This is an optimization exercise on Yosys and OpenROAD, whose aim is small area and a short achievable clock period, not a production implementation. At most, simulation tests tie the RTL to the original design; equivalence was not proved. The RTL of runs 3 and 4 was laid out without a check of its function. Power and IR drop assume default switching activity.

==> design/flow/design.v <==
module MIPS(
	input cclk,
	input reset,
	input [31:0] imem_data,
	output [31:0] imem_addr,
	output [31:0] result
    );
	reg  [31:0] pc;
	reg  [31:0] ifid_pc4;           
	reg  [31:0] ifid_inst;          
	reg  [31:0] preA, preB;         
	reg         a_ex, a_mem, a_rf;
	reg         b_ex, b_mem, b_rf, b_imm;
	reg         s_ex, s_mem, s_rf;
	reg         d_R, d_lw, d_sw, d_beq, d_jal, d_jr;    
	reg         k_add, k_sub, k_slt, k_or, k_and;       
	reg         lu_q;               
	reg  [31:0] res_q;              
	reg  [31:0] ex_sdata;           
	reg  [4:0]  ex_dst;             
	reg  [4:0]  ex_rt;              
	reg         ex_rw, ex_m2r, ex_mr, ex_mw, ex_jal;
	reg  [31:0] mem_wd;             
	reg  [4:0]  mem_dst;            
	reg         mem_rw;             
	reg         wb_rw;              
	reg  [31:0] pre31;              
	reg  [31:0] rf_v;               
	reg  [31:0] dm_v;               
	wire [1023:0] rf_all;           
	wire [1023:0] dm_all;           
	wire [4:0]  rs  = ifid_inst[25:21];
	wire [4:0]  rt  = ifid_inst[20:16];
	wire [4:0]  rd  = ifid_inst[15:11];
	wire [15:0] imm = ifid_inst[15:0];
	wire [31:0] sext = {{16{imm[15]}}, imm};
	wire if_flush = d_beq | d_jal;
	wire hz       = lu_q | if_flush;
	wire [31:0] opA  = ({32{a_ex}} & res_q) | ({32{a_mem}} & mem_wd) | ({32{a_rf}} & preA);
	wire [31:0] opB  = ({32{b_ex}} & res_q) | ({32{b_mem}} & mem_wd) | ({32{b_rf}} & preB) |
	                   ({32{b_imm}} & sext);
	wire [31:0] opS  = ({32{s_ex}} & res_q) | ({32{s_mem}} & mem_wd) | ({32{s_rf}} & preB);
	wire [31:0] sum  = opA + opB;
	wire [32:0] dif  = {1'b0, opA} - {1'b0, opB};
	wire        ltu  = dif[32];
	wire [31:0] res_n = ({32{k_add & ~hz}} & sum) |
	                    ({32{k_sub & ~hz}} & dif[31:0]) |
	                    ({32{k_slt & ~hz}} & {31'd0, ltu}) |
	                    ({32{k_or  & ~hz}} & (opA | opB)) |
	                    ({32{k_and & ~hz}} & (opA & opB));
	wire [31:0] r31    = pre31;
	wire        same   = (preA == preB);
	wire [31:0] pc4    = pc + 32'd4;
	wire [31:0] beq_pc = ifid_pc4 + {sext[29:0], 2'b00};
	wire [31:0] jal_pc = {2'b00, ifid_pc4[31:28], ifid_inst[23:0], 2'b00};
	wire [31:0] pc_nx  = d_jal ? jal_pc :
	                     d_jr  ? r31 :
	                     (d_beq & same) ? beq_pc : pc4;
	wire        ex_rw_n  = ~hz & (d_R | d_lw | d_jr);
	wire [4:0]  ex_dst_n = (~hz & d_R) ? rd : rt;
	wire [4:0]  maddr = res_q[4:0];
	function [31:0] dm_read(input [4:0] a, input [31:0] v, input [1023:0] w);
		reg [31:0] dec, r;
		integer i;
		begin
			dec = 32'd1 << a;
			r = 32'd0;
			for (i = 0; i < 32; i = i + 1)
				r = r | ({32{dec[i] & v[i]}} & w[32*i +: 32]) |
				        ({32{dec[i] & ~v[i]}} & ((i == 12) ? 32'd30 : 32'd0));
			dm_read = r;
		end
	endfunction
	wire [31:0] mrd    = dm_read(maddr, dm_v, dm_all);
	wire [31:0] wd_n   = ex_jal ? ex_sdata : ex_m2r ? mrd : res_q;
	wire [4:0]  mdst_n = ex_jal ? 5'd31 : ex_dst;
	wire [31:0] wen    = {32{mem_rw}} & (32'd1 << mdst_n);
	wire        go     = ~hz;                     
	wire        keep   = lu_q & ~if_flush;        
	wire [31:0] inst_n = if_flush ? 32'd0 : lu_q ? ifid_inst : imem_data;
	wire [4:0]  irs    = imem_data[25:21];
	wire [4:0]  irt    = imem_data[20:16];
	wire [5:0]  iop    = imem_data[31:26];
	wire [5:0]  ifn    = imem_data[5:0];
	function [31:0] rf_init(input [4:0] a);
		case (a)
			5'd2: rf_init = 32'd8;
			5'd4: rf_init = 32'd9;
			5'd5: rf_init = 32'd8;
			5'd6: rf_init = 32'd7;
			5'd7: rf_init = 32'd6;
			default: rf_init = 32'd0;
		endcase
	endfunction
	function [31:0] rf_read(input [4:0] a, input g, input [31:0] v, input [1023:0] w);
		reg [31:0] dec, r;
		integer i;
		begin
			dec = {32{g}} & (32'd1 << a);
			r = 32'd0;
			for (i = 0; i < 32; i = i + 1)
				r = r | ({32{dec[i] & v[i]}} & w[32*i +: 32]) |
				        ({32{dec[i] & ~v[i]}} & rf_init(i[4:0]));
			rf_read = r;
		end
	endfunction
	wire [31:0] r0     = {32{rf_v[0]}} & rf_all[31:0];
	wire [31:0] holdA  = (wb_rw & (mem_dst == rs)) ? mem_wd : preA;
	wire [31:0] holdB  = (wb_rw & (mem_dst == rt)) ? mem_wd : preB;
	wire [31:0] preA_n = rf_read(irs, go, rf_v, rf_all) |
	                     ({32{keep}} & holdA) | ({32{if_flush}} & r0);
	wire [31:0] preB_n = rf_read(irt, go, rf_v, rf_all) |
	                     ({32{keep}} & holdB) | ({32{if_flush}} & r0);
	wire        ex_nz    = (ex_dst_n != 5'd0);
	wire        mem_nz   = ex_rw & (mdst_n != 5'd0);
	wire        fa_ex_i  = ex_rw_n & ex_nz & (ex_dst_n == irs);
	wire        fb_ex_i  = ex_rw_n & ex_nz & (ex_dst_n == irt);
	wire        fa_mem_i = mem_nz & (mdst_n == irs);
	wire        fb_mem_i = mem_nz & (mdst_n == irt);
	wire        fa_mem_k = mem_nz & (mdst_n == rs);
	wire        fb_mem_k = mem_nz & (mdst_n == rt);
	wire        fa_ex_n  = go & fa_ex_i;
	wire        fb_ex_n  = go & fb_ex_i;
	wire        fa_mem_n = (go & ~fa_ex_i & fa_mem_i) | (keep & fa_mem_k);
	wire        fb_mem_n = (go & ~fb_ex_i & fb_mem_i) | (keep & fb_mem_k);
	wire        n_R    = go ? (iop == 6'b000000) : keep ? d_R   : 1'b1;
	wire        n_lw   = go ? (iop == 6'b100011) : keep & d_lw;
	wire        n_sw   = go ? (iop == 6'b101011) : keep & d_sw;
	wire        n_beq  = go ? (iop == 6'b000100) : keep & d_beq;
	wire        n_jal  = go ? (iop == 6'b000011) : keep & d_jal;
	wire        n_jr   = go ? (iop == 6'b001100) : keep & d_jr;
	wire [3:0]  nfn    = go ? ifn[3:0] : keep ? imm[3:0] : 4'd0;
	wire        nf_add = (nfn == 4'b0000);
	wire        nf_sub = (nfn == 4'b0010);
	wire        nf_or  = (nfn == 4'b0101);
	wire        nf_slt = (nfn == 4'b1010);
	wire        n_imm  = n_lw | n_sw;
	wire        lu_n   = go & d_lw & ((irs == rt) | (irt == rt));
	always @(posedge cclk or posedge reset) begin
		if (reset) pc <= 32'd0;
		else pc <= pc_nx;
	end
	always @(posedge cclk or posedge reset) begin
		if (reset) ifid_inst[15:11] <= 5'd0;
		else ifid_inst[15:11] <= inst_n[15:11];
	end
	always @(posedge cclk) begin
		ifid_inst[31:16] <= inst_n[31:16];
		ifid_inst[10:0]  <= inst_n[10:0];
	end
	always @(posedge cclk or posedge reset) begin
		if (reset) begin
			d_R    <= 1'b1;
			d_lw   <= 1'b0;
			d_sw   <= 1'b0;
			d_beq  <= 1'b0;
			d_jal  <= 1'b0;
			d_jr   <= 1'b0;
			k_add  <= 1'b1;
			k_sub  <= 1'b0;
			k_slt  <= 1'b0;
			k_or   <= 1'b0;
			k_and  <= 1'b0;
			lu_q   <= 1'b0;
			a_ex   <= 1'b0;
			a_mem  <= 1'b0;
			a_rf   <= 1'b0;
			b_ex   <= 1'b0;
			b_mem  <= 1'b0;
			b_rf   <= 1'b0;
			b_imm  <= 1'b0;
			s_ex   <= 1'b0;
			s_mem  <= 1'b0;
			s_rf   <= 1'b0;
		end else begin
			d_R    <= n_R;
			d_lw   <= n_lw;
			d_sw   <= n_sw;
			d_beq  <= n_beq;
			d_jal  <= n_jal;
			d_jr   <= n_jr;
			k_add  <= ~n_R | nf_add;
			k_sub  <= n_R & nf_sub;
			k_slt  <= n_R & nf_slt;
			k_or   <= n_R & nf_or;
			k_and  <= n_R & ~(nf_add | nf_sub | nf_or | nf_slt);
			lu_q   <= lu_n;
			a_ex   <= fa_ex_n;
			a_mem  <= fa_mem_n;
			a_rf   <= ~fa_ex_n & ~fa_mem_n;
			b_ex   <= ~n_imm & fb_ex_n;
			b_mem  <= ~n_imm & fb_mem_n;
			b_rf   <= ~n_imm & ~fb_ex_n & ~fb_mem_n;
			b_imm  <= n_imm;
			s_ex   <= fb_ex_n;
			s_mem  <= fb_mem_n;
			s_rf   <= ~fb_ex_n & ~fb_mem_n;
		end
	end
	always @(posedge cclk) begin
		preA     <= preA_n;
		preB     <= preB_n;
		ifid_pc4 <= pc4;
	end
	always @(posedge cclk or posedge reset) begin
		if (reset) begin
			res_q  <= 32'd0;
			ex_rw  <= 1'b0;
			ex_m2r <= 1'b0;
			ex_mr  <= 1'b0;
			ex_mw  <= 1'b0;
			ex_jal <= 1'b0;
		end else begin
			res_q  <= res_n;
			ex_rw  <= ex_rw_n;
			ex_m2r <= ~hz & (d_lw | d_jr);
			ex_mr  <= ~hz & d_lw;
			ex_mw  <= ~hz & d_sw;
			ex_jal <= d_jal;
		end
	end
	always @(posedge cclk) begin
		ex_sdata <= d_jal ? ifid_pc4 : opS;
		ex_dst   <= ex_dst_n;
		ex_rt    <= rt;
	end
	always @(posedge cclk or posedge reset) begin
		if (reset) dm_v <= 32'd0;
		else if (ex_mw) dm_v[maddr] <= 1'b1;
	end
	genvar g;
	generate
		for (g = 0; g < 32; g = g + 1) begin : DM
			reg [31:0] w;
			always @(posedge cclk) begin
				if (ex_mw && maddr == g) w <= ex_sdata;
			end
			assign dm_all[32*g +: 32] = w;
		end
	endgenerate
	always @(posedge cclk) begin
		mem_wd  <= wd_n;
		mem_dst <= mdst_n;
	end
	always @(posedge cclk or posedge reset) begin
		if (reset) begin
			mem_rw <= 1'b0;
			wb_rw  <= 1'b0;
		end else begin
			mem_rw <= ex_rw;
			wb_rw  <= mem_rw;
		end
	end
	always @(posedge cclk) begin
		pre31 <= {32{rf_v[31]}} & rf_all[32*31 +: 32];
	end
	always @(posedge cclk or posedge reset) begin
		if (reset) rf_v <= 32'd0;
		else rf_v <= rf_v | wen;
	end
	generate
		for (g = 0; g < 32; g = g + 1) begin : RF
			reg [31:0] w;
			always @(posedge cclk) begin
				if (wen[g]) w <= wd_n;
			end
			assign rf_all[32*g +: 32] = w;
		end
	endgenerate
	assign imem_addr = pc;
	assign result    = res_q;
endmodule
==> design/flow/flow/run.sh <==
#!/bin/bash
# Own flow: the standard layout (standard.sh, with its unchanged synthesis),
# with two changes to how the layout is made:
#  - the resizer's setup repair aims at a slack margin below the clock period,
#    so that it works on paths well inside the period instead of stopping at it;
#  - the port buffers are plain buffers (buf_2) rather than the delay cell
#    buffer_ports picks by default.
# Each step's full output is in synth.log / layout.log here and in ORFS's own
# per-step logs under orfs/logs.
set -euo pipefail
MARGIN=8
bash standard.sh synth > synth.log 2>&1
bash standard.sh SETUP_SLACK_MARGIN=$MARGIN "BUFFER_PORTS_ARGS=-buffer_cell sky130_fd_sc_hd__buf_2" finish > layout.log 2>&1
==> design/flow/standard.sh <==
#!/bin/bash
# synth_recipe.tcl (not shown) runs the flow's synth.tcl, then flattens the netlist and writes it again
# the make line also repeats each setting of config.mk as NAME=value (left out here)
make -C /OpenROAD-flow-scripts/flow DESIGN_CONFIG=/design/flow/config.mk WORK_HOME=/design/flow/orfs CLKGATE_MAP_FILE= SYNTH_SCRIPT=/design/flow/synth_recipe.tcl "${@:-finish}"
==> design/flow/config.mk <==
export PLATFORM = sky130hd
export DESIGN_NAME = MIPS
export DESIGN_NICKNAME = MIPS
export VERILOG_FILES = /design/flow/design.v
export SDC_FILE = /design/flow/constraint.sdc
export NUM_CORES = 8
export LEC_CHECK = 0
export CAP_MARGIN = 20
export CELL_PAD_IN_SITES_DETAIL_PLACEMENT = 1
export CORE_MARGIN = 2
export CORE_UTILIZATION = 35
export CTS_CLUSTER_DIAMETER = 60
export CTS_CLUSTER_SIZE = 20
export PLACE_DENSITY = 0.45
export SLEW_MARGIN = 20
==> design/flow/constraint.sdc <==
create_clock -name core_clock -period 12.0 [get_ports {cclk}]
set_input_delay 2.4000 -clock core_clock [delete_from_list [all_inputs] [get_ports {cclk}]]
set_output_delay 2.4000 -clock core_clock [all_outputs]
set_load 0.01 [all_outputs]
==> results of run 1 <==
==> area by class of cell <==
cell class	count	area (µm²)	share of cell area, %
multi-input combinational	3886	30270	25.75
timing repair buffer	527	4543	3.865
clock inverter	152	1818	1.547
inverter	149	565.5	0.4811
clock buffer	232	5451	4.637
sequential	2432	70080	59.61
antenna	39	97.59	0.08302
tap	3781	4731	4.024
==> metrics by stage <==
| step | utilization, % | worst slack (ns) | area, µm² |
|---|---|---|---|
| finish | 40.87 | 7.861 | 117600 |
| global route | 40.85 | 7.885 | 117500 |
| CTS | 40.50 | 7.920 | 116500 |
| detailed placement | 37.40 | 6.558 | 107600 |
| global placement | 37.39 | 6.711 | 107500 |
| floorplan | - | 7.559 | 102300 |
==> how the worst min path moves through the flow <==
stage           from  cells past startpoint  slack, ns  endpoint
2_1_floorplan  d_jal                      0       0.35    ex_jal
5_1_grt        ex_rw                      0       0.43    mem_rw
3_3_place_gp   ex_rw                      0       0.39    mem_rw
6_report       ex_rw                      0       0.42    mem_rw
4_1_cts        ex_rw                      0       0.42    mem_rw
3_5_place_dp   ex_rw                      0       0.40    mem_rw
==> cells by family after synthesis <==
family,Yosys count,share of synthesized area [%]
buf+inv,693,2.761
fa+ha+maj,137,1.719
xor+xnor,134,1.161
compound gates,2185,17.26
flops,2432,69.27
simple gates,1333,6.919
mux,92,0.9125
==> placed cells by master, fill, tap and decap left out, types with 143 or more instances in the layout <==
cell type	count
edfxtp_1	2048
nor2_1	177
a222oi_1	260
a22o_1	371
a221oi_1	344
buf_4	336
nand4_1	242
dfxtp_1	207
nand2_1	269
a21oi_1	143
clkbuf_16	214
a22oi_1	521
==> where the power goes <==
group	switching, mW	internal [mW]
Clock	3.69	3.69
Combinational	1.87	0.892
Sequential	0.521	9.69
Total	6.08	14.3
==> per-layer routing <==
metal  track usage [%]  wire, µm  vias to the layer above
met4             20.47     37530                       14
met5                 0       100                        -
met3             10.74     66650                     1791
li1                  -         -                    29380
met2             53.21    231400                     6264
met1             44.33    196200                    41340
==> cells in the mapped netlist (26+ instances only) <==
master	count	area (µm²)
edfxtp_1	2048	61500
a22oi_1	535	4016
clkbuf_1	421	1580
a221oi_1	403	3530
a22o_1	371	3249
nand2_1	275	1032
a222oi_1	260	2603
nor2_1	257	964.7
nand4_1	242	1514
dfxtp_1	223	4464
dfrtp_1	159	3979
a21oi_1	150	750.7
inv_1	141	529.3
ha_1	134	1677
nand3_1	126	630.6
and3_1	95	594.3
mux2i_1	91	910.9
buf_2	80	400.4
nor3_1	79	395.4
xnor2_1	75	656.9
o21ai_0	70	350.3
o21ai_1	67	335.3
xor2_1	59	516.8
o22ai_1	55	344.1
and2_1	47	294.0
o21bai_1	47	352.8
or2_2	36	225.2
o211ai_1	35	262.8
buf_1	28	105.1
nor2b_1	26	162.7
==> worst max-delay path, stage by stage <==
cell	delay, ns
clkbuf_4	0.23
nor4_4	0.47
and3_2	0.72
buf_6	0.53
a22o_1	0.21
a221oi_1	0.06
nand4_1	0.18
nor3_1	0.07
nand4_1	0.09
==> timing repair <==
| item | 4_1_cts | 5_1_grt |
|---|---|---|
| gates cloned | 4 | 3 |
| hold endpoints to repair | 0 | 0 |
| resized for setup | 202 | 125 |
| hold buffers | 0 | 0 |
| setup buffers | 99 | 43 |
| endpoints found under the setup margin | 1272 | 481 |
| pin swaps | 40 | 48 |
==> flow_summary.yaml, run 1 <==
sta:
  whs_ns: 0.4178
  finalHoldViolations: 0
  drv_slew: 0
  max_freq_mhz: 241.6
  fin_crit_sh_pct: 34.49
  skew_ns: 0.05944
  worst_slew_pin_slew_ns: 1.291
  setup_tns_ns: 0
  grt_setup_unrepaired: "yes"
  setup_viol: 0
  fin_crit_ns: 4.139
  max_slew_margin_pct: 13.91
logic_synthesis:
  yosys_warnings: 1
  mappedNetlistArea_um2: 101100
  syn_avg_cell_area_um2: 14.42
  postSynthCellCount: 7006
  syn-num-nets: 7177
  synth.distinct_cells: 108
  synth_ff_type: "edfxtp_1"
  async_flop_share_pct: 6.620
  synth_edf_count: 2048
  synth_seq_cells: 2432
  synth-seq-area-share_pct: 69.27
pwr:
  p_leak_nw: 39.13
  p_per_area_nw_per_um2: 173.2
  ir_drop_mv: 0.1351
  power_mw: 20.36
die:
  rows: 197
  core_um2: 287700
  fp.dieW_um: 541.3
  io_pins: 98
  die_h_um: 541.3
  initial_core_util_pct: 35.13
  die-area_um2: 293000
cts:
  cts_buffers: 208
  tritoncts: "built"
  h-tree-depth: 4
  clkLatencyLatePin_ns: 0.93
  clk_path_buf_depth: 4
  cts.sinks: 2432
  ctsRootBufferMaster: "clkbuf_16"
  clkTransAtPathRegs_ns: 0.08
critical_path:
  cp.arrival_ns: 5.00
  rrSetupSlack_ns: 7.90
  worst-path-max-fanout: 21
  timing.rr.start: "mem_wd[1]"
  r2r-end: "res_q[17]"
  endpoint_kind: "flop"
  crit_path_start: "imem_data[22]"
  criticalPathCategory: "in -> reg"
  reg2regPathDepth: 14
  critPathLaunchType: "input pin"
  worstPathRequired_ns: 12.86
  critical_path.endpoint: "preA[10]"
cells_and_area:
  nets: 7375
  syn_to_final_growth_pct: 16.33
  largest_registers: "DM.w: 1024 flops, RF.w: 1024 flops"
  final_layout_size_suffix_gt1_share_pct: 18.47
  fill_cells: 28780
  stdcell_count: 11200
detailed_routing:
  drtIter0Drc: 14350
  detail_route.wl_per_cell_um: 47.50
  routed_via_density: 7.035
  vias: 78780
  drt_first_pass_iters: 13
  postRouteAntennaNets: 0
  drc: 0
  wirelength_um: 531900
global_route:
  antenna_found_initial: 49
  grt_pass1_wl_um: 699700
  grt_pass1_vias: 75770
  grt_usage_pct: 35.13
  grt-ovfl-total: 0
  grt_start_max_net_pins: 69
placement:
  place_congestion: 0.9375
  io_buffers: 97
  hpwlAfterDp_um: 303200
  dp.cells: 10630
hold_path:
  hold_class: "reg -> reg"
flow_run:
  drv_cap: 0
outcome:
  status: "timing/DRC/antenna clean"
==> run 2: changes to the inputs <==
==> design/flow/flow/run.sh (replaced) <==
#!/bin/bash
# Own flow: the standard layout (standard.sh, with its unchanged synthesis),
# with two changes to how the layout is made:
#  - the resizer's setup repair aims at a slack margin below the clock period,
#    so that it works on paths well inside the period instead of stopping at it;
#  - the port buffers are plain buffers (buf_4) rather than the delay cell
#    buffer_ports picks by default.
# Each step's full output is in synth.log / layout.log here and in ORFS's own
# per-step logs under orfs/logs.
set -euo pipefail
MARGIN=8
bash standard.sh synth > synth.log 2>&1
bash standard.sh SETUP_SLACK_MARGIN=$MARGIN "BUFFER_PORTS_ARGS=-buffer_cell sky130_fd_sc_hd__buf_4" finish > layout.log 2>&1
--- a/design/flow/config.mk
+++ b/design/flow/config.mk
@@ -10,6 +10,6 @@
 export CORE_MARGIN = 2
 export CORE_UTILIZATION = 35
-export CTS_CLUSTER_DIAMETER = 60
-export CTS_CLUSTER_SIZE = 20
+export CTS_CLUSTER_DIAMETER = 85
+export CTS_CLUSTER_SIZE = 30
 export PLACE_DENSITY = 0.45
 export SLEW_MARGIN = 20
==> run 2 against run 1 <==
Effect of this change: count of clock-buffer cells in the layout decreased by 86; clock skew increased by 0.021 ns; flip-flop and latch count unchanged; cell count decreased by 1.4%; register-to-register slack improved by 0.05 ns; critical path depth increased by 2; via count decreased by 0.93%; non-clock buffer count decreased by 8; core utilization decreased by 0.94 points; hold slack got worse by 0.017 ns; clock power decreased by 25%; sequential share of layout area increased by 1.4 points; critical path type unchanged.
==> flow_summary.yaml, run 2 <==
outcome:
  status: "timing/DRC/antenna clean"
pwr:
  p_per_area_nw_per_um2: 161.2
  swShare_pct: 30.36
  pwr-share-seq_pct: 55.3
  cellInternalPower_mw: 12.89
  ir_drop_mv: 0.1647
  comb_power_share_pct: 15.0
  p_switching_mw: 5.620
  power.share.clock_pct: 29.8
  p_leak_nw: 37.70
critical_path:
  worst-path-max-fanout: 12
  cp_common_cell: "buf_4"
  critPathLaunchType: "input pin"
  endpoint_kind: "flop"
  worstPathRequired_ns: 12.90
  cp.arrival_ns: 4.98
  rrSetupSlack_ns: 7.95
  cpPeakStageDelay_ns: 0.47
  path_cells: "buf_4, or3_4, nor4_4, buf_12, buf_4, and3_4, buf_4, a22o_1, a221oi_2, nand4_1, or3_1"
  reg2regPathDepth: 13
  cpMaxStageDelayCell: "buf_4"
  criticalPathCategory: "in -> reg"
cts:
  tritoncts: "built"
  cts_buffers: 125
  hold_buffers: 0
  h-tree-depth: 3
  cts.sinks: 2432
  ctsRootBufferMaster: "clkbuf_16"
  clkTransAtPathRegs_ns: 0.11
  clk_path_buf_depth: 4
  clkLatencyLatePin_ns: 0.98
detailed_routing:
  routed_via_density: 7.071
  detail_route.wl_per_cell_um: 48.10
  drc: 0
  wirelength_um: 530900
  drtIter0Drc: 13620
  drt_first_pass_iters: 14
  vias: 78050
  postRouteAntennaNets: 0
sta:
  setup_viol: 0
  fin_ws_ns: 7.925
  fin_crit_sh_pct: 33.96
  max_freq_mhz: 245.4
  finalHoldViolations: 0
  drv_slew: 0
  setup_tns_ns: 0
  worst_slew_pin_slew_ns: 1.242
  max_slew_margin_pct: 17.22
  skew_ns: 0.08062
  grt_setup_unrepaired: "yes"
  fin_crit_ns: 4.075
logic_synthesis:
  synth_edf_count: 2048
  synth-seq-area-share_pct: 69.27
  synth_seq_cells: 2432
  synth_ff_type: "edfxtp_1"
  async_flop_share_pct: 6.620
  netlist_top_cells_count: "2,048 x edfxtp_1, 535 x a22oi_1, 421 x clkbuf_1"
  yosys_warnings: 1
  synthTopCellsByArea: "edfxtp_1 61%, dfxtp_1 4.4%, a22oi_1 4.0%"
  synth_most_common_cell: "edfxtp_1"
  synth.distinct_cells: 108
  syn_avg_cell_area_um2: 14.42
  syn-num-nets: 7177
  postSynthCellCount: 7006
  mappedNetlistArea_um2: 101100
  synth_top_cell_by_area: "edfxtp_1"
  synth_top_area_share_pct: 60.86
cells_and_area:
  regArea_um2: 70100
  multi_input_area_um2: 30200
  fin_area_um2: 114900
  fill_cells: 28940
  final_layout_size_suffix_gt1_share_pct: 16.83
  largest_registers: "DM.w: 1024 flops, RF.w: 1024 flops"
  most-common-layout-cells: "2,048 x edfxtp_1, 518 x a22oi_1, 409 x buf_4"
  final_common_cell: "edfxtp_1"
  nets: 7283
  syn_to_final_growth_pct: 13.66
global_route:
  grt_pass1_wl_um: 697100
  antenna_found_initial: 41
  grt_pass1_vias: 75030
  grt-ovfl-total: 0
  grt_usage_pct: 35.06
  grt_start_max_net_pins: 160
hold_path:
  min_path_cells: 0
  hold_class: "reg -> reg"
flow_run:
  drv_cap: 0
die:
  rows: 197
  die-area_um2: 293000
  io_pins: 98
  fp.dieW_um: 541.3
  die_h_um: 541.3
  core_um2: 287700
  initial_core_util_pct: 35.13
placement:
  io_buffers: 97
  place_congestion: 0.9283
  hpwlAfterDp_um: 300800
  place_worst_setup_slack_ns: 6.348
  place_area_um2: 107800
==> run 2: layer usage <==
| layer | vias up | global-route usage (%) | wire length [µm] |
|---|---|---|---|
| met5 | - | 0 | 106 |
| met4 | 14 | 19.02 | 36140 |
| met3 | 1688 | 9.689 | 62190 |
| met2 | 6136 | 53.97 | 234100 |
| met1 | 41100 | 44.74 | 198300 |
| li1 | 29120 | - | - |
==> run 2: layout make-up <==
| type | instances | share of cell area, % |
|---|---|---|
| Clock buffer | 146 | 2.891 |
| Timing Repair Buffer | 519 | 3.998 |
| Tap cell | 3781 | 4.119 |
| Multi-Input combinational cell | 3885 | 26.29 |
| Antenna cell | 41 | 0.08933 |
| Clock inverter | 84 | 1.089 |
| Sequential cell | 2432 | 61.03 |
| Inverter | 149 | 0.4902 |
==> run 2: per-stage QoR <==
stage | utilization [%] | instances | hold WS (ns) | power (mW)
after global routing | 39.91 | 11010 | 0.4187 | 18.89
after global placement | 37.47 | 10620 | 0.3819 | 12.71
after CTS | 39.63 | 10960 | 0.4063 | 18.35
after floorplan | - | 7006 | 0.3487 | 11.36
after detailed placement | 37.48 | 10620 | 0.3831 | 12.76
final | 39.93 | 11040 | 0.4011 | 18.51
==> run 2: logic make-up after synthesis <==
logic type | Yosys count | share of synthesized area [%]
flip-flops | 2432 | 69.27
XOR/XNOR | 134 | 1.161
AND/OR/NAND/NOR | 1333 | 6.919
buffers and inverters | 693 | 2.761
AO/OA/AOI/OAI | 2185 | 17.26
multiplexers | 92 | 0.9125
adder cells (fa/ha/maj) | 137 | 1.719
==> run 2: final timing paths <==
path,endpoint,from
setup / recovery,preB[12],imem_data[19]
setup reg to reg,res_q[27],preB[2]
max in group asynchronous,pc[2],reset
hold reg to reg,mem_rw,ex_rw
min in group asynchronous,res_q[30],reset
hold / removal,mem_rw,ex_rw
==> run 2: critical path: cells and delay by family <==
family | cells | cell delay, ns
AOI/OAI and AO/OA | 2 | 0.30
buffers and inverters | 4 | 0.94
and+or+nand+nor | 5 | 1.30
==> run 2: repair_timing <==
| action | CTS | global route |
|---|---|---|
| endpoints found under the setup margin | 930 | 256 |
| gates resized for setup | 188 | 98 |
| buffers inserted | 109 | 32 |
| pin swaps | 38 | 37 |
| cloned | 4 | 1 |
==> run 2: power by group through the flow <==
stage / Sequential (mW) / Clock [mW] / Combinational (mW)
after detailed placement: 10.4 / 0 / 2.32
after floorplan: 10.1 / 0 / 1.23
after global routing: 10.2 / 5.77 / 2.88
final: 10.2 / 5.51 / 2.77
after global placement: 10.4 / 0 / 2.28
after CTS: 10.2 / 5.54 / 2.62
==> run 3: changes to the inputs <==
--- a/design/flow/design.v
+++ b/design/flow/design.v
@@ -24,5 +24,4 @@
 	reg  [4:0]  mem_dst;            
 	reg         mem_rw;             
-	reg         wb_rw;              
 	reg  [31:0] pre31;              
 	reg  [31:0] rf_v;               
@@ -44,4 +43,9 @@
 	wire [32:0] dif  = {1'b0, opA} - {1'b0, opB};
 	wire        ltu  = dif[32];
+	wire [4:0]  alu5  = ({5{k_add}} & sum[4:0]) |
+	                    ({5{k_sub}} & dif[4:0]) |
+	                    ({5{k_slt}} & {4'd0, ltu}) |
+	                    ({5{k_or }} & (opA[4:0] | opB[4:0])) |
+	                    ({5{k_and}} & (opA[4:0] & opB[4:0]));
 	wire [31:0] res_n = ({32{k_add & ~hz}} & sum) |
 	                    ({32{k_sub & ~hz}} & dif[31:0]) |
@@ -59,5 +63,5 @@
 	wire        ex_rw_n  = ~hz & (d_R | d_lw | d_jr);
 	wire [4:0]  ex_dst_n = (~hz & d_R) ? rd : rt;
-	wire [4:0]  maddr = res_q[4:0];
+	reg  [4:0]  maddr;
 	function [31:0] dm_read(input [4:0] a, input [31:0] v, input [1023:0] w);
 		reg [31:0] dec, r;
@@ -93,23 +97,21 @@
 		endcase
 	endfunction
-	function [31:0] rf_read(input [4:0] a, input g, input [31:0] v, input [1023:0] w);
-		reg [31:0] dec, r;
+	function [31:0] rf_read(input [31:0] sel, input [31:0] v, input [1023:0] w);
+		reg [31:0] r;
 		integer i;
 		begin
-			dec = {32{g}} & (32'd1 << a);
 			r = 32'd0;
 			for (i = 0; i < 32; i = i + 1)
-				r = r | ({32{dec[i] & v[i]}} & w[32*i +: 32]) |
-				        ({32{dec[i] & ~v[i]}} & rf_init(i[4:0]));
+				r = r | ({32{sel[i] & v[i]}} & w[32*i +: 32]) |
+				        ({32{sel[i] & ~v[i]}} & rf_init(i[4:0]));
 			rf_read = r;
 		end
 	endfunction
-	wire [31:0] r0     = {32{rf_v[0]}} & rf_all[31:0];
-	wire [31:0] holdA  = (wb_rw & (mem_dst == rs)) ? mem_wd : preA;
-	wire [31:0] holdB  = (wb_rw & (mem_dst == rt)) ? mem_wd : preB;
-	wire [31:0] preA_n = rf_read(irs, go, rf_v, rf_all) |
-	                     ({32{keep}} & holdA) | ({32{if_flush}} & r0);
-	wire [31:0] preB_n = rf_read(irt, go, rf_v, rf_all) |
-	                     ({32{keep}} & holdB) | ({32{if_flush}} & r0);
+	wire [31:0] selA   = ({32{go}} & (32'd1 << irs)) | ({32{keep}} & (32'd1 << rs)) |
+	                     {31'd0, if_flush};
+	wire [31:0] selB   = ({32{go}} & (32'd1 << irt)) | ({32{keep}} & (32'd1 << rt)) |
+	                     {31'd0, if_flush};
+	wire [31:0] preA_n = rf_read(selA, rf_v, rf_all);
+	wire [31:0] preB_n = rf_read(selB, rf_v, rf_all);
 	wire        ex_nz    = (ex_dst_n != 5'd0);
 	wire        mem_nz   = ex_rw & (mdst_n != 5'd0);
@@ -222,4 +224,5 @@
 	always @(posedge cclk) begin
 		ex_sdata <= d_jal ? ifid_pc4 : opS;
+		maddr    <= alu5;
 		ex_dst   <= ex_dst_n;
 		ex_rt    <= rt;
@@ -246,8 +249,6 @@
 		if (reset) begin
 			mem_rw <= 1'b0;
-			wb_rw  <= 1'b0;
 		end else begin
 			mem_rw <= ex_rw;
-			wb_rw  <= mem_rw;
 		end
 	end
==> run 3 against run 2 <==
Effect of this change: still clean; combinational power down 4%; clock power about the same; hold slack got worse by 0.021 ns; critical path depth decreased by 1; maximum frequency fell by 1.9%; sequential power barely moved; global-route usage down 1.2 points; power is 0.91% lower; first-iteration DRC count fell by 4.7%; largest cell class unchanged; largest power group unchanged.
==> flow_summary.yaml, run 3 <==
sta:
  fin_crit_sh_pct: 34.62
  setup_viol: 0
  finalHoldViolations: 0
  max_slew_margin_pct: 19.00
  max_freq_mhz: 240.7
  fin_crit_ns: 4.154
  setup_tns_ns: 0
  grt_setup_unrepaired: "yes"
  drv_slew: 0
  skew_ns: 0.07378
  worst_slew_pin_slew_ns: 1.215
cts:
  clk_path_buf_depth: 4
  clkLatencyLatePin_ns: 0.96
  hold_buffers: 0
  h-tree-depth: 3
  ctsRootBufferMaster: "clkbuf_16"
  cts_buffers: 124
  tritoncts: "built"
  cts.sinks: 2431
  clkTransAtPathRegs_ns: 0.11
logic_synthesis:
  synth_ff_type: "edfxtp_1"
  async_flop_share_pct: 6.582
  syn_avg_cell_area_um2: 14.42
  synth_edf_count: 2048
  synth_xor_area_share_pct: 0.9713
  syn-num-nets: 7176
  synth_top_area_share_pct: 60.90
  synth-seq-area-share_pct: 69.28
  yosys.area_share.simple_pct: 7.322
  synth_top_cell_by_area: "edfxtp_1"
  postSynthCellCount: 7005
  synth_top_family_by_area: "compound AO/OA/AOI/OAI gates"
  synthTopCellsByArea: "edfxtp_1 61%, dfxtp_1 4.4%, a221oi_1 4.2%"
  synth-compound-area-share_pct: 17.65
  synth_seq_cells: 2431
  synth.distinct_cells: 104
  synth_most_common_cell: "edfxtp_1"
  muxShareOfSynthArea_pct: 0.5204
  synth_fa_ha_area_share_pct: 1.720
  yosys_warnings: 1
  mappedNetlistArea_um2: 101000
  netlist_top_cells_count: "2,048 x edfxtp_1, 487 x a221oi_1, 449 x a22o_1"
cells_and_area:
  fin_area_um2: 116600
  syn_to_final_growth_pct: 15.46
  most-common-layout-cells: "2,048 x edfxtp_1, 448 x a22o_1, 416 x a221oi_1"
  largest_registers: "DM.w: 1024 flops, RF.w: 1024 flops"
  nets: 7381
  final_layout_size_suffix_gt1_share_pct: 18.17
  final_common_cell: "edfxtp_1"
global_route:
  antenna_found_initial: 46
  grt_pass1_vias: 74180
  grt_start_max_net_pins: 117
  grt_pass1_wl_um: 677000
  grt-ovfl-total: 0
  grt_usage_pct: 33.89
placement:
  hpwlAfterDp_um: 294600
  place_area_um2: 108200
  place_congestion: 0.9369
  io_buffers: 97
die:
  io_pins: 98
  core_um2: 287700
  initial_core_util_pct: 35.11
  die_h_um: 541.2
  rows: 197
  die-area_um2: 292900
  fp.dieW_um: 541.2
outcome:
  status: "timing/DRC/antenna clean"
critical_path:
  worst-path-max-fanout: 32
  critPathLaunchType: "input pin"
  endpoint_kind: "flop"
  worstPathRequired_ns: 12.86
  cp.arrival_ns: 5.01
  criticalPathCategory: "in -> reg"
hold_path:
  hold_class: "reg -> reg"
detailed_routing:
  drt_first_pass_iters: 10
  routed_via_density: 6.941
  detail_route.wl_per_cell_um: 46.51
  postRouteAntennaNets: 0
  drc: 0
  wirelength_um: 517700
  vias: 77240
  drtIter0Drc: 12990
flow_run:
  drv_cap: 0
pwr:
  ir_drop_mv: 0.1417
  p_leak_nw: 38.59
  p_per_area_nw_per_um2: 157.3
==> run 3: metrics by stage <==
step                hold WS, ns  utilization [%]  instances  setup slack [ns]  total power [mW]
CTS                      0.3884            39.94      11030             7.865             18.22
global route             0.3956            40.52      11120             7.882             18.76
floorplan                0.3533                -       7005             7.573             11.30
global placement         0.3676            37.60      10650             6.424             12.58
detailed placement       0.3702            37.62      10650             6.428             12.62
finish                   0.3803            40.54      11130             7.846             18.35
==> run 3: power breakdown <==
group	total (mW)	internal, mW	switching [mW]
Sequential	10.2	9.68	0.522
Combinational	2.67	0.946	1.72
Clock	5.48	2.27	3.20
Total	18.3	12.9	5.45
==> run 3: cell families (layout without fill, tap and decap cells) <==
family                   count (synthesis)  after routing
AO/OA/AOI/OAI                         2216           2216
XOR/XNOR                               112            112
adder cells (fa/ha/maj)                137            137
buffers and inverters                  615            923
flip-flops                            2431           2431
multiplexers                            52             52
other                                    0             34
AND/OR/NAND/NOR                       1442           1443
==> run 3: layout make-up <==
| type | count | area (µm²) |
|---|---|---|
| inverters | 131 | 498.0 |
| fillers | 28750 | 171000 |
| flip-flops and latches | 2431 | 70100 |
| clock buffers | 155 | 3346 |
| diodes | 34 | 85.08 |
| clock inverters | 75 | 1219 |
| multi-input cells | 3960 | 31220 |
| well taps | 3781 | 4731 |
| repair buffers | 562 | 5403 |
==> run 3: what timing repair did <==
action                      CTS  global route
buffers inserted            145            60
gates cloned                  0            10
setup endpoints to repair  1185           345
resized for setup           263           176
pin swaps                    43            61
==> run 3: path summary, 6_finish.rpt <==
kind | from | end | slack [ns] | cells past startpoint
hold reg to reg | ex_rw | mem_rw | 0.38 | 0
max in group asynchronous | reset | ex_m2r | 9.09 | 4
min in group asynchronous | reset | ex_mw | 1.64 | 3
setup reg to reg | ex_jal | RF[2].w[22] | 7.93 | 4
setup / recovery | imem_data[25] | preA[21] | 7.85 | 10
hold / removal | ex_rw | mem_rw | 0.38 | 0
==> run 3: metal layers <==
metal | routed length [µm] | global-route usage (%) | vias to the layer above
li1 | - | - | 29260
met1 | 195700 | 43.41 | 40820
met2 | 227400 | 52.44 | 5579
met3 | 56820 | 8.489 | 1563
met4 | 37540 | 18.85 | 24
met5 | 261 | 0.1644 | -
==> run 3: critical path: stages <==
cell and delay, ns:
buf_4 0.21, nor3b_4 0.43, a32oi_1 0.22, nor2b_4 0.15, buf_4 0.75, a22o_1 0.28
a221oi_1 0.06, nand4_1 0.16, nor2_1 0.06, nand4_1 0.19
==> run 4: changes to the inputs <==
==> design/flow/flow/run.sh (replaced) <==
#!/bin/bash
# Own flow: the standard layout (standard.sh, with its unchanged synthesis),
# with these changes to how the layout is made:
#  - the resizer's setup repair aims at a slack margin below the clock period,
#    so that it works on paths well inside the period instead of stopping at it;
#  - the port buffers are plain buffers (buf_4) rather than the delay cell
#    buffer_ports picks by default;
#  - after global routing's own repair, one more setup-repair pass
#    (flow/post_grt.tcl, through ORFS's POST_GLOBAL_ROUTE_TCL hook), with the
#    changed nets routed again incrementally, as ORFS does after its own pass.
# Each step's full output is in synth.log / layout.log here and in ORFS's own
# per-step logs under orfs/logs.
set -euo pipefail
MARGIN=8
HERE=$(cd "$(dirname "$0")" && pwd)
bash standard.sh synth > synth.log 2>&1
bash standard.sh SETUP_SLACK_MARGIN=$MARGIN \
  "BUFFER_PORTS_ARGS=-buffer_cell sky130_fd_sc_hd__buf_4" \
  POST_GLOBAL_ROUTE_TCL=$HERE/post_grt.tcl finish > layout.log 2>&1
==> design/flow/flow/post_grt.tcl (new file) <==
# One more setup-repair pass on global-route parasitics, then the changed
# nets are legalised and routed again incrementally (as global_route.tcl does
# after its own repair pass).
puts "post_grt: extra setup repair"
log_cmd global_route -start_incremental
log_cmd repair_timing -setup -setup_margin $::env(SETUP_SLACK_MARGIN) \
  -sequence "sizeup,swap,buffer,clone,split" -verbose
log_cmd detailed_placement
log_cmd global_route -end_incremental
log_cmd estimate_parasitics -global_routing
report_worst_slack -max
--- a/design/flow/config.mk
+++ b/design/flow/config.mk
@@ -10,6 +10,6 @@
 export CORE_MARGIN = 2
 export CORE_UTILIZATION = 35
-export CTS_CLUSTER_DIAMETER = 85
-export CTS_CLUSTER_SIZE = 30
+export CTS_CLUSTER_DIAMETER = 80
+export CTS_CLUSTER_SIZE = 28
 export PLACE_DENSITY = 0.45
 export SLEW_MARGIN = 20
==> run 4 against run 3 <==
Effect of this change: still clean on timing, DRC and antenna; sequential share of layout area down 0.36 points; flip-flop and latch count unchanged; die area unchanged; cell count up 0.34%; power up 1.3%; sequential power about the same; final area up 0.58%; maximum frequency up 1.1%; largest cell class unchanged; highest routed layer unchanged.
==> flow_summary.yaml, run 4 <==
outcome:
  status: "timing/DRC/antenna clean"
cells_and_area:
  regArea_um2: 70090
  nets: 7414
  most-common-layout-cells: "2,048 x edfxtp_1, 448 x a22o_1, 440 x buf_4"
  largest_registers: "DM.w: 1024 flops, RF.w: 1024 flops"
  final_core_util_pct: 40.77
  fin_area_um2: 117300
  syn_to_final_growth_pct: 16.13
  fill_cells: 28670
  stdcell_count: 11170
  final_common_cell: "edfxtp_1"
  final_layout_size_suffix_gt1_share_pct: 18.88
  multi_input_area_um2: 31420
logic_synthesis:
  synth_top_cell_by_area: "edfxtp_1"
  async_flop_share_pct: 6.582
  postSynthCellCount: 7005
  synth.distinct_cells: 104
  syn-num-nets: 7176
  synth_seq_cells: 2431
  mappedNetlistArea_um2: 101000
  netlist_top_cells_count: "2,048 x edfxtp_1, 487 x a221oi_1, 449 x a22o_1"
  synth_top_area_share_pct: 60.90
  synthTopCellsByArea: "edfxtp_1 61%, dfxtp_1 4.4%, a221oi_1 4.2%"
  synth_most_common_cell: "edfxtp_1"
  synth_edf_count: 2048
  synth_ff_type: "edfxtp_1"
  yosys_warnings: 1
  synth-seq-area-share_pct: 69.28
  syn_avg_cell_area_um2: 14.42
critical_path:
  worstPathRequired_ns: 12.80
  cp.arrival_ns: 4.91
  critPathLaunchType: "input pin"
  path_cells: "buf_4, nor3_4, a32oi_1, nor2b_4, buf_8, a222oi_1, nand4_1, nor2_1, nand4_1"
  path_buf_inv: 2
  cp_common_cell: "nand4_1"
  worst-path-max-fanout: 23
  endpoint_kind: "flop"
  criticalPathCategory: "in -> reg"
  cpPeakStageDelay_ns: 0.48
  cpMaxStageDelayCell: "nor2b_4"
  cp_top_family: "simple AND/OR/NAND/NOR gates"
die:
  die-area_um2: 292900
  io_pins: 98
  initial_core_util_pct: 35.11
  die_h_um: 541.2
  fp.dieW_um: 541.2
  core_um2: 287700
  rows: 197
detailed_routing:
  drt_first_pass_iters: 12
  routed_via_density: 6.998
  wirelength_um: 521500
  drc: 0
  drtIter0Drc: 13060
  vias: 78150
  postRouteAntennaNets: 0
  detail_route.wl_per_cell_um: 46.70
sta:
  fin_crit_sh_pct: 34.24
  max_freq_mhz: 243.4
  worst_slew_pin_slew_ns: 1.236
  setup_viol: 0
  finalHoldViolations: 0
  max_slew_margin_pct: 17.38
  setup_tns_ns: 0
  drv_slew: 0
  fin_crit_ns: 4.109
  skew_ns: 0.07948
global_route:
  antenna_found_initial: 49
  grt-ovfl-total: 0
  grt_usage_pct: 33.97
  grt_start_max_net_pins: 117
  grt_pass1_vias: 74360
  grt_pass1_wl_um: 678400
placement:
  dp.cells: 10650
  hpwlAfterDp_um: 294600
  place_congestion: 0.9369
  io_buffers: 97
  place_area_um2: 108200
cts:
  clkTransAtPathRegs_ns: 0.11
  ctsRootBufferMaster: "clkbuf_16"
  post_cts_buffers: 123
  cts_buffers: 140
  tritoncts: "built"
  cts_resized: 235
  clkLatencyLatePin_ns: 0.93
  cts.sinks: 2431
  hold_buffers: 0
  h-tree-depth: 4
  clk_path_buf_depth: 4
pwr:
  p_per_area_nw_per_um2: 158.4
  power_mw: 18.58
  p_leak_nw: 38.91
  ir_drop_mv: 0.1147
flow_run:
  drv_cap: 0
hold_path:
  hold_class: "reg -> reg"
[run 4: changes by cell type in the layout (fill, tap and decap cells not counted), moves of 8 or more]
cell / delta
buf_6: -30
dfrtp_2: -12
clkbuf_16: +23
clkinv_16: -10
clkinv_8: +9
buf_4: +34
dfrtp_1: +13
clkbuf_1: -8
[run 4: path summary, 6_finish.rpt]
check,start,to,slack [ns],cells after the start
min,ex_rw,mem_rw,0.39,0
max reg2reg,a_ex,res_q[29],7.91,12
min in group asynchronous,reset,ex_mw,1.71,3
max,imem_data[24],preA[21],7.89,9
max in group asynchronous,reset,pc[26],9.03,4
min reg2reg,ex_rw,mem_rw,0.39,0
[run 4: cell type report]
class                           instances  area share (%)
Antenna cell                           36         0.07681
Clock buffer                          164           3.197
Clock inverter                         85          0.9346
Inverter                              131          0.4267
Multi-Input combinational cell       3960           26.79
Sequential cell                      2431           59.76
Tap cell                             3781           4.034
Timing Repair Buffer                  579           4.783
[run 4: per-stage QoR]
step | setup slack (ns) | hold WS, ns
finish | 7.891 | 0.3861
CTS | 7.899 | 0.3926
detailed placement | 6.428 | 0.3702
global placement | 6.424 | 0.3676
floorplan | 7.573 | 0.3533
[run 4: logic make-up after synthesis]
family          share of synthesized area, %
mux                                   0.5204
xor+xnor                              0.9713
buf+inv                                2.535
compound gates                         17.65
simple gates                           7.322
flops                                  69.28
fa+ha+maj                              1.720
[run 4: per-layer routing]
| metal | track usage, % | up-vias | wire length, µm |
|---|---|---|---|
| met5 | 0 | - | 336 |
| met4 | 17.40 | 22 | 34510 |
| met3 | 8.314 | 1560 | 59410 |
| met2 | 53.13 | 5986 | 232100 |
| met1 | 43.75 | 41230 | 195100 |
| li1 | - | 29350 | - |
[run 4: power breakdown]
part	switching, mW	internal (mW)
clock	3.22	2.51
sequential	0.537	9.67
combinational	1.71	0.922
==> run 5: changes to the inputs <==
--- a/design/flow/design.v
+++ b/design/flow/design.v
@@ -25,6 +25,4 @@
 	reg         mem_rw;             
 	reg  [31:0] pre31;              
-	reg  [31:0] rf_v;               
-	reg  [31:0] dm_v;               
 	wire [1023:0] rf_all;           
 	wire [1023:0] dm_all;           
@@ -64,5 +62,5 @@
 	wire [4:0]  ex_dst_n = (~hz & d_R) ? rd : rt;
 	reg  [4:0]  maddr;
-	function [31:0] dm_read(input [4:0] a, input [31:0] v, input [1023:0] w);
+	function [31:0] dm_read(input [4:0] a, input [1023:0] w);
 		reg [31:0] dec, r;
 		integer i;
@@ -71,10 +69,9 @@
 			r = 32'd0;
 			for (i = 0; i < 32; i = i + 1)
-				r = r | ({32{dec[i] & v[i]}} & w[32*i +: 32]) |
-				        ({32{dec[i] & ~v[i]}} & ((i == 12) ? 32'd30 : 32'd0));
+				r = r | ({32{dec[i]}} & w[32*i +: 32]);
 			dm_read = r;
 		end
 	endfunction
-	wire [31:0] mrd    = dm_read(maddr, dm_v, dm_all);
+	wire [31:0] mrd    = dm_read(maddr, dm_all);
 	wire [31:0] wd_n   = ex_jal ? ex_sdata : ex_m2r ? mrd : res_q;
 	wire [4:0]  mdst_n = ex_jal ? 5'd31 : ex_dst;
@@ -97,5 +94,5 @@
 		endcase
 	endfunction
-	function [31:0] rf_read(input [31:0] sel, input [31:0] v, input [1023:0] w);
+	function [31:0] rf_read(input [31:0] sel, input [1023:0] w);
 		reg [31:0] r;
 		integer i;
@@ -103,6 +100,5 @@
 			r = 32'd0;
 			for (i = 0; i < 32; i = i + 1)
-				r = r | ({32{sel[i] & v[i]}} & w[32*i +: 32]) |
-				        ({32{sel[i] & ~v[i]}} & rf_init(i[4:0]));
+				r = r | ({32{sel[i]}} & w[32*i +: 32]);
 			rf_read = r;
 		end
@@ -112,6 +108,6 @@
 	wire [31:0] selB   = ({32{go}} & (32'd1 << irt)) | ({32{keep}} & (32'd1 << rt)) |
 	                     {31'd0, if_flush};
-	wire [31:0] preA_n = rf_read(selA, rf_v, rf_all);
-	wire [31:0] preB_n = rf_read(selB, rf_v, rf_all);
+	wire [31:0] preA_n = rf_read(selA, rf_all);
+	wire [31:0] preB_n = rf_read(selB, rf_all);
 	wire        ex_nz    = (ex_dst_n != 5'd0);
 	wire        mem_nz   = ex_rw & (mdst_n != 5'd0);
@@ -228,14 +224,12 @@
 		ex_rt    <= rt;
 	end
-	always @(posedge cclk or posedge reset) begin
-		if (reset) dm_v <= 32'd0;
-		else if (ex_mw) dm_v[maddr] <= 1'b1;
-	end
 	genvar g;
 	generate
 		for (g = 0; g < 32; g = g + 1) begin : DM
 			reg [31:0] w;
+			wire        de = reset | (ex_mw & (maddr == g));
+			wire [31:0] dd = reset ? ((g == 12) ? 32'd30 : 32'd0) : ex_sdata;
 			always @(posedge cclk) begin
-				if (ex_mw && maddr == g) w <= ex_sdata;
+				if (de) w <= dd;
 			end
 			assign dm_all[32*g +: 32] = w;
@@ -254,15 +248,13 @@
 	end
 	always @(posedge cclk) begin
-		pre31 <= {32{rf_v[31]}} & rf_all[32*31 +: 32];
-	end
-	always @(posedge cclk or posedge reset) begin
-		if (reset) rf_v <= 32'd0;
-		else rf_v <= rf_v | wen;
+		pre31 <= rf_all[32*31 +: 32];
 	end
 	generate
 		for (g = 0; g < 32; g = g + 1) begin : RF
 			reg [31:0] w;
+			wire        de = reset | wen[g];
+			wire [31:0] dd = reset ? rf_init(g) : wd_n;
 			always @(posedge cclk) begin
-				if (wen[g]) w <= wd_n;
+				if (de) w <= dd;
 			end
 			assign rf_all[32*g +: 32] = w;
==> design/flow/flow/run.sh (replaced) <==
#!/bin/bash
# Own flow: the standard layout (standard.sh, with its unchanged synthesis),
# with two changes to how the layout is made:
#  - the resizer's setup repair aims at a slack margin below the clock period,
#    so that it works on paths well inside the period instead of stopping at it;
#  - the port buffers are plain buffers (buf_4) rather than the delay cell
#    buffer_ports picks by default.
# Each step's full output is in synth.log / layout.log here and in ORFS's own
# per-step logs under orfs/logs.
set -euo pipefail
MARGIN=8
bash standard.sh synth > synth.log 2>&1
bash standard.sh SETUP_SLACK_MARGIN=$MARGIN "BUFFER_PORTS_ARGS=-buffer_cell sky130_fd_sc_hd__buf_4" finish > layout.log 2>&1
removed: design/flow/flow/post_grt.tcl
==> run 5 against run 4 <==
Effect of this change: clock power is 2% lower; flip-flop and latch count shrank 64; synthesized cell count fell by 1.3%; largest cell class unchanged; critical path type is now reg -> reg.
==> flow_summary.yaml, run 5 <==
outcome:
  status: "timing/DRC/antenna clean"
sta:
  setup_tns_ns: 0
  finalHoldViolations: 0
  worst_slew_pin_slew_ns: 1.244
  fin_crit_sh_pct: 34.99
  skew_ns: 0.05252
  max_freq_mhz: 238.2
  max_slew_margin_pct: 17.06
  fin_crit_ns: 4.199
  setup_viol: 0
  drv_slew: 0
  grt_setup_unrepaired: "yes"
global_route:
  grt_start_max_net_pins: 98
  grt_pass1_wl_um: 666400
  antenna_found_initial: 16
  grt_usage_pct: 34.23
  grt_pass1_vias: 73480
  grt-ovfl-total: 0
detailed_routing:
  drt_first_pass_iters: 9
  postRouteAntennaNets: 0
  drc: 0
  wirelength_um: 502000
  detail_route.wl_per_cell_um: 45.92
  routed_via_density: 6.841
  vias: 74780
  drtIter0Drc: 11350
logic_synthesis:
  netlist_top_cells_count: "2,048 x edfxtp_1, 667 x a22oi_1, 456 x nand2_1"
  mappedNetlistArea_um2: 98410
  synth_seq_cells: 2367
  syn_avg_cell_area_um2: 14.23
  syn-num-nets: 7078
  async_flop_share_pct: 4.056
  synth.distinct_cells: 95
  yosys_warnings: 1
  synth_ff_type: "edfxtp_1"
  synth_top_area_share_pct: 62.49
  synth_top_cell_by_area: "edfxtp_1"
  synth-seq-area-share_pct: 69.47
  synth_most_common_cell: "edfxtp_1"
  synthTopCellsByArea: "edfxtp_1 62%, a22oi_1 5.1%, dfxtp_1 4.5%"
  postSynthCellCount: 6915
  synth_edf_count: 2048
hold_path:
  hold_class: "reg -> reg"
cts:
  clkTransAtPathRegs_ns: 0.10
  ctsRootBufferMaster: "clkbuf_16"
  clkLatencyLatePin_ns: 0.91
  cts_buffers: 141
  clk_path_buf_depth: 4
  tritoncts: "built"
  cts.sinks: 2367
  hold_buffers: 0
  h-tree-depth: 4
critical_path:
  cp_common_cell: "o41ai_4"
  endpoint_kind: "flop"
  reg2regPathDepth: 16
  cp_top_family: "simple AND/OR/NAND/NOR gates"
  cpMaxStageDelayCell: "or4_4"
  rrSetupSlack_ns: 7.80
  path_cells: "buf_12, buf_4, a222oi_1, inv_1, ha_4, or3_4, or4_4, nor4b_4, a21o_1, o21bai_4, o41ai_4, a21oi_2, nor2_4, o41ai_4, buf_6, and2_1"
  timing.rr.start: "a_ex"
  worstPathRequired_ns: 12.78
  critPathLaunchType: "flop"
  critical_path.endpoint: "res_q[0]"
  r2r-end: "res_q[0]"
  cpPeakStageDelay_ns: 0.47
  criticalPathCategory: "reg -> reg"
  cp.depth: 16
  worst-path-max-fanout: 13
  path_buf_inv: 4
  cp.arrival_ns: 4.98
  crit_path_start: "a_ex"
pwr:
  power_mw: 23.01
  p_per_area_nw_per_um2: 202.2
  p_leak_nw: 39.27
  ir_drop_mv: 0.2195
cells_and_area:
  multi_input_area_um2: 30610
  final_layout_size_suffix_gt1_share_pct: 17.64
  fill_cells: 28080
  regArea_um2: 68460
  most-common-layout-cells: "2,048 x edfxtp_1, 662 x a22oi_1, 387 x nand2_1"
  nets: 7265
  final_common_cell: "edfxtp_1"
  largest_registers: "DM.w: 1024 flops, RF.w: 1024 flops"
  fin_area_um2: 113700
  syn_to_final_growth_pct: 15.58
placement:
  place_congestion: 0.9293
  io_buffers: 97
  hpwlAfterDp_um: 284000
  place_area_um2: 105900
die:
  rows: 194
  die-area_um2: 285400
  core_um2: 279600
  die_h_um: 534.3
  initial_core_util_pct: 35.19
  fp.dieW_um: 534.3
  io_pins: 98
flow_run:
  drv_cap: 0
==> run 5: cell types whose count changed after synthesis, sizes merged, moves of 28 or more <==
| cell | previous run | this run |
|---|---|---|
| nand2 | 332 | 456 |
| and3 | 44 | 16 |
| a221oi | 487 | 416 |
| a222oi | 192 | 124 |
| dfrtp | 158 | 94 |
| o22ai | 57 | 86 |
| nor2 | 310 | 258 |
| a22oi | 436 | 667 |
| buf | 182 | 147 |
| o21bai | 46 | 12 |
| a22o | 449 | 386 |
==> run 5: layout make-up <==
type                    instances  area share, %
well taps                    3724          4.096
clock buffers                 156          3.235
diodes                         13        0.02860
flip-flops and latches       2367          60.19
clock inverters                79         0.9251
repair buffers                513          4.147
multi-input cells            3939          26.91
inverters                     140         0.4730
==> run 5: power by group <==
| part | internal (mW) | switching, mW |
|---|---|---|
| Sequential | 10.8 | 1.24 |
| Combinational | 1.71 | 3.65 |
| Clock | 2.48 | 3.15 |
| Total | 15.0 | 8.03 |
==> run 5: layer usage <==
metal / track usage, % / wire length, µm / vias up
met5: 0.3498 / 195 / -
met4: 20.16 / 36640 / 8
met3: 7.953 / 51820 / 1559
met2: 55.03 / 230400 / 5328
met1: 42.06 / 182900 / 39230
li1: - / - / 28650
==> run 5: kinds of logic (layout without fill, tap and decap cells) <==
kind of cell / count (synthesis) / count (layout) / synth area share, %
flops: 2367 / 2367 / 69.47
compound gates: 2191 / 2191 / 17.56
simple gates: 1452 / 1453 / 7.270
buf+inv: 610 / 888 / 2.506
fa+ha+maj: 129 / 129 / 1.663
xor+xnor: 123 / 123 / 1.095
mux: 43 / 43 / 0.4399
other cells: 0 / 13 / 0
==> run 5: repair_timing <==
| item | 4_1_cts | 5_1_grt |
|---|---|---|
| resized for setup | 303 | 151 |
| endpoints found under the hold margin | 0 | 0 |
| pin swaps | 51 | 47 |
| gates cloned | 1 | 2 |
| setup endpoints to repair | 2585 | 769 |
| buffers inserted | 108 | 48 |
==> run 5: through the flow <==
step | utilization, % | cells | setup slack, ns | hold slack (ns)
after detailed placement | 37.88 | 10520 | 6.292 | 0.3809
after global routing | 40.67 | 10920 | 7.721 | 0.4204
after global placement | 37.87 | 10520 | 6.335 | 0.3911
final | 40.68 | 10930 | 7.801 | 0.4102
after floorplan | - | 6915 | 7.842 | 0.3535
after CTS | 40.27 | 10870 | 7.853 | 0.4125
==> run 5: worst min path at each step <==
stage	start	end	depth (start not counted)
2_1_floorplan	ex_rw	mem_rw	0
3_3_place_gp	ex_rw	mem_rw	0
3_5_place_dp	ex_rw	mem_rw	0
4_1_cts	ex_rw	mem_rw	0
5_1_grt	ex_rw	mem_rw	0
6_report	ex_rw	mem_rw	0
==> run 6: changes to the inputs <==
--- a/design/flow/config.mk
+++ b/design/flow/config.mk
@@ -9,7 +9,7 @@
 export CELL_PAD_IN_SITES_DETAIL_PLACEMENT = 1
 export CORE_MARGIN = 2
-export CORE_UTILIZATION = 35
+export CORE_UTILIZATION = 40
 export CTS_CLUSTER_DIAMETER = 80
-export CTS_CLUSTER_SIZE = 28
-export PLACE_DENSITY = 0.45
+export CTS_CLUSTER_SIZE = 30
+export PLACE_DENSITY = 0.55
 export SLEW_MARGIN = 20
==> run 6 against run 5 <==
Effect of this change: via count grew 1.6%; global-route usage rose by 2.4 points; non-clock buffer count down 62; critical path type unchanged.
==> flow_summary.yaml, run 6 <==
outcome:
  status: "timing/DRC/antenna clean"
logic_synthesis:
  synthTopCellsByArea: "edfxtp_1 62%, a22oi_1 5.1%, dfxtp_1 4.5%"
  synth_seq_cells: 2367
  synth_edf_count: 2048
  synth-seq-area-share_pct: 69.47
  synth_top_cell_by_area: "edfxtp_1"
  synth_top_area_share_pct: 62.49
  postSynthCellCount: 6915
  netlist_top_cells_count: "2,048 x edfxtp_1, 667 x a22oi_1, 456 x nand2_1"
  syn-num-nets: 7078
  synth_ff_type: "edfxtp_1"
  synth.distinct_cells: 95
  mappedNetlistArea_um2: 98410
  synth_most_common_cell: "edfxtp_1"
  syn_avg_cell_area_um2: 14.23
  async_flop_share_pct: 4.056
  yosys_warnings: 1
die:
  die-area_um2: 250000
  io_pins: 98
  fp.dieW_um: 500.0
  core_um2: 245300
  die_h_um: 500.0
  initial_core_util_pct: 40.13
  rows: 182
detailed_routing:
  postRouteAntennaNets: 0
  drtIter0Drc: 13450
  routed_via_density: 7.341
  vias: 76000
  wirelength_um: 472900
  detail_route.wl_per_cell_um: 45.68
  drt_first_pass_iters: 9
  drc: 0
cts:
  clkTransAtPathRegs_ns: 0.10
  tritoncts: "built"
  h-tree-depth: 3
  cts.sinks: 2367
  clk_path_buf_depth: 3
  clkLatencyLatePin_ns: 0.89
  cts_buffers: 117
  ctsRootBufferMaster: "clkbuf_16"
cells_and_area:
  fin_area_um2: 111700
  largest_registers: "DM.w: 1024 flops, RF.w: 1024 flops"
  syn_to_final_growth_pct: 13.53
  final_layout_size_suffix_gt1_share_pct: 16.21
  final_common_cell: "edfxtp_1"
  most-common-layout-cells: "2,048 x edfxtp_1, 661 x a22oi_1, 387 x nand2_1"
  nets: 7180
critical_path:
  worst-path-max-fanout: 16
  cpPeakStageDelay_ns: 0.46
  cp_top_family: "compound AO/OA/AOI/OAI gates"
  cpMaxStageDelayCell: "or4_4"
  rrSetupSlack_ns: 7.77
  worstPathRequired_ns: 12.71
  endpoint_kind: "flop"
  path_cells: "buf_12, a222oi_1, buf_4, inv_1, ha_4, or3_4, or4_4, nor4b_2, a21o_1, o21bai_4, o41ai_4, a21oi_2, xor2_1, a221oi_2, o21ai_1"
  critPathLaunchType: "flop"
  cp.arrival_ns: 4.93
  path_buf_inv: 3
  criticalPathCategory: "reg -> reg"
pwr:
  p_leak_nw: 38.63
  ir_drop_mv: 0.1412
  p_per_area_nw_per_um2: 199.5
global_route:
  grt_pass1_wl_um: 630200
  grt.met1_usage_pct: 45.06
  use_met3_pct: 10.68
  top_usage_layer: "met2"
  grt_pass1_vias: 73380
  grt-ovfl-total: 0
  antenna_found_initial: 23
  grt_usage_pct: 36.61
  met2_usage_pct: 56.58
  grt_start_max_net_pins: 90
placement:
  place_area_um2: 105100
  place_congestion: 0.9564
  io_buffers: 97
  hpwlAfterDp_um: 262900
sta:
  finalHoldViolations: 0
  fin_crit_ns: 4.228
  fin_crit_sh_pct: 35.24
  grt_setup_unrepaired: "yes"
  drv_slew: 0
  max_freq_mhz: 236.5
  setup_viol: 0
  skew_ns: 0.05702
  max_slew_margin_pct: 18.23
  worst_slew_pin_slew_ns: 1.227
  setup_tns_ns: 0
flow_run:
  drv_cap: 0
hold_path:
  hold_class: "reg -> reg"
run 6: cell counts after synthesis:
Identical to the previous run, type by type.
run 6: layout make-up:
| type | count | area [µm²] |
|---|---|---|
| fill | 24080 | 133500 |
| clock buffer | 128 | 3020 |
| inverter | 140 | 538.0 |
| timing repair buffer | 451 | 4005 |
| tap | 3220 | 4029 |
| clock inverter | 87 | 1200 |
| antenna | 19 | 47.55 |
| sequential | 2367 | 68420 |
| multi-input combinational | 3940 | 30470 |
run 6: worst register-to-register path: cells and delay by family (launching register included):
family / cells / cell delay (ns)
compound gates: 7 / 1.69
xor+xnor: 1 / 0.20
fa+ha+maj: 1 / 0.27
buf+inv: 3 / 0.44
flops: 1 / 0.44
simple gates: 3 / 1.04
run 6: timing repair:
item,4_1_cts,5_1_grt
resized for setup,206,130
setup endpoints to repair,2092,1079
buffers inserted,74,52
pin swaps,35,31
hold endpoints to repair,0,0
hold buffers,0,0
gates cloned,2,4
run 6: cells by family after synthesis:
| logic type | synth area share (%) |
|---|---|
| XOR/XNOR | 1.095 |
| buffers and inverters | 2.506 |
| AO/OA/AOI/OAI | 17.56 |
| flip-flops | 69.47 |
| adder cells (fa/ha/maj) | 1.663 |
| AND/OR/NAND/NOR | 7.270 |
| multiplexers | 0.4399 |
run 6: metal layers:
metal,vias up,wire (µm)
met5,-,172
met4,14,39370
met3,2063,61030
met2,6488,208900
met1,38960,163400
li1,28470,-
run 6: stage by stage:
stage	setup WS (ns)	hold WS, ns	total power, mW	util [%]	std cells
final	7.772	0.4167	22.29	45.56	10350
after detailed placement	6.429	0.3804	16.62	42.84	9986
after CTS	7.744	0.4173	21.85	45.10	10280
after floorplan	7.842	0.3535	13.97	-	6915
after global routing	7.623	0.4467	22.78	45.54	10340
after global placement	6.482	0.3747	16.50	42.83	9986
run 6: path summary, 6_finish.rpt:
check / start / to / depth (start not counted)
max: a_ex / res_q[30] / 15
min: pc[0] / ifid_pc4[0] / 0
max reg2reg: a_ex / res_q[30] / 15
min reg2reg: pc[0] / ifid_pc4[0] / 0
max in group asynchronous: reset / res_q[22] / 3
min in group asynchronous: reset / k_and / 2
run 6: report_power, final:
| part | total, mW | leakage, nW | switching (mW) | internal, mW |
|---|---|---|---|---|
| clock | 5.17 | 2.02 | 3.03 | 2.14 |
| sequential | 12.0 | 23.9 | 1.27 | 10.8 |
| combinational | 5.07 | 12.7 | 3.46 | 1.62 |

==> port drivers added, routing unchanged <==
The results above use ideal ports. As a check the final layouts listed here were re-extracted and re-timed, cells and wires unchanged.
Step 1 assumes that a clkbuf_16 drives the clock port and a buf_2 every other input.
Step 2 times the ports against the registers' clock, not the clock port: input delays grow and output delays shrink by t, the midpoint of the rising clock arrivals with the driver on.
Three values: ideal, step 1, step 2; two values: the first two.
run | shift t [ns] | setup slack, ns | latest minus earliest clock arrival (ns) | worst slew at a driven data input, ns
run 1 | 1.002 | 7.861 / 7.886 / 6.942 | 0.065 / 0.065 | 0.09
run 2 | 1.040 | 7.925 / 7.859 / 6.958 | 0.080 / 0.081 | 0.09
run 3 | 1.028 | 7.846 / 7.813 / 6.893 | 0.080 / 0.079 | 0.14
run 4 | 0.988 | 7.891 / 7.895 / 6.980 | 0.080 / 0.079 | 0.12
run 5 | 0.974 | 7.801 / 7.801 / 7.037 | 0.055 / 0.054 | 0.05
run 6 | 0.963 | 7.772 / 7.772 / 6.909 | 0.066 / 0.065 | 0.15
After both steps every run listed still meets setup and hold. For run 2, which loses most, drivers alone change the setup slack by -0.066 ns; drivers and shift together by -0.967 ns.
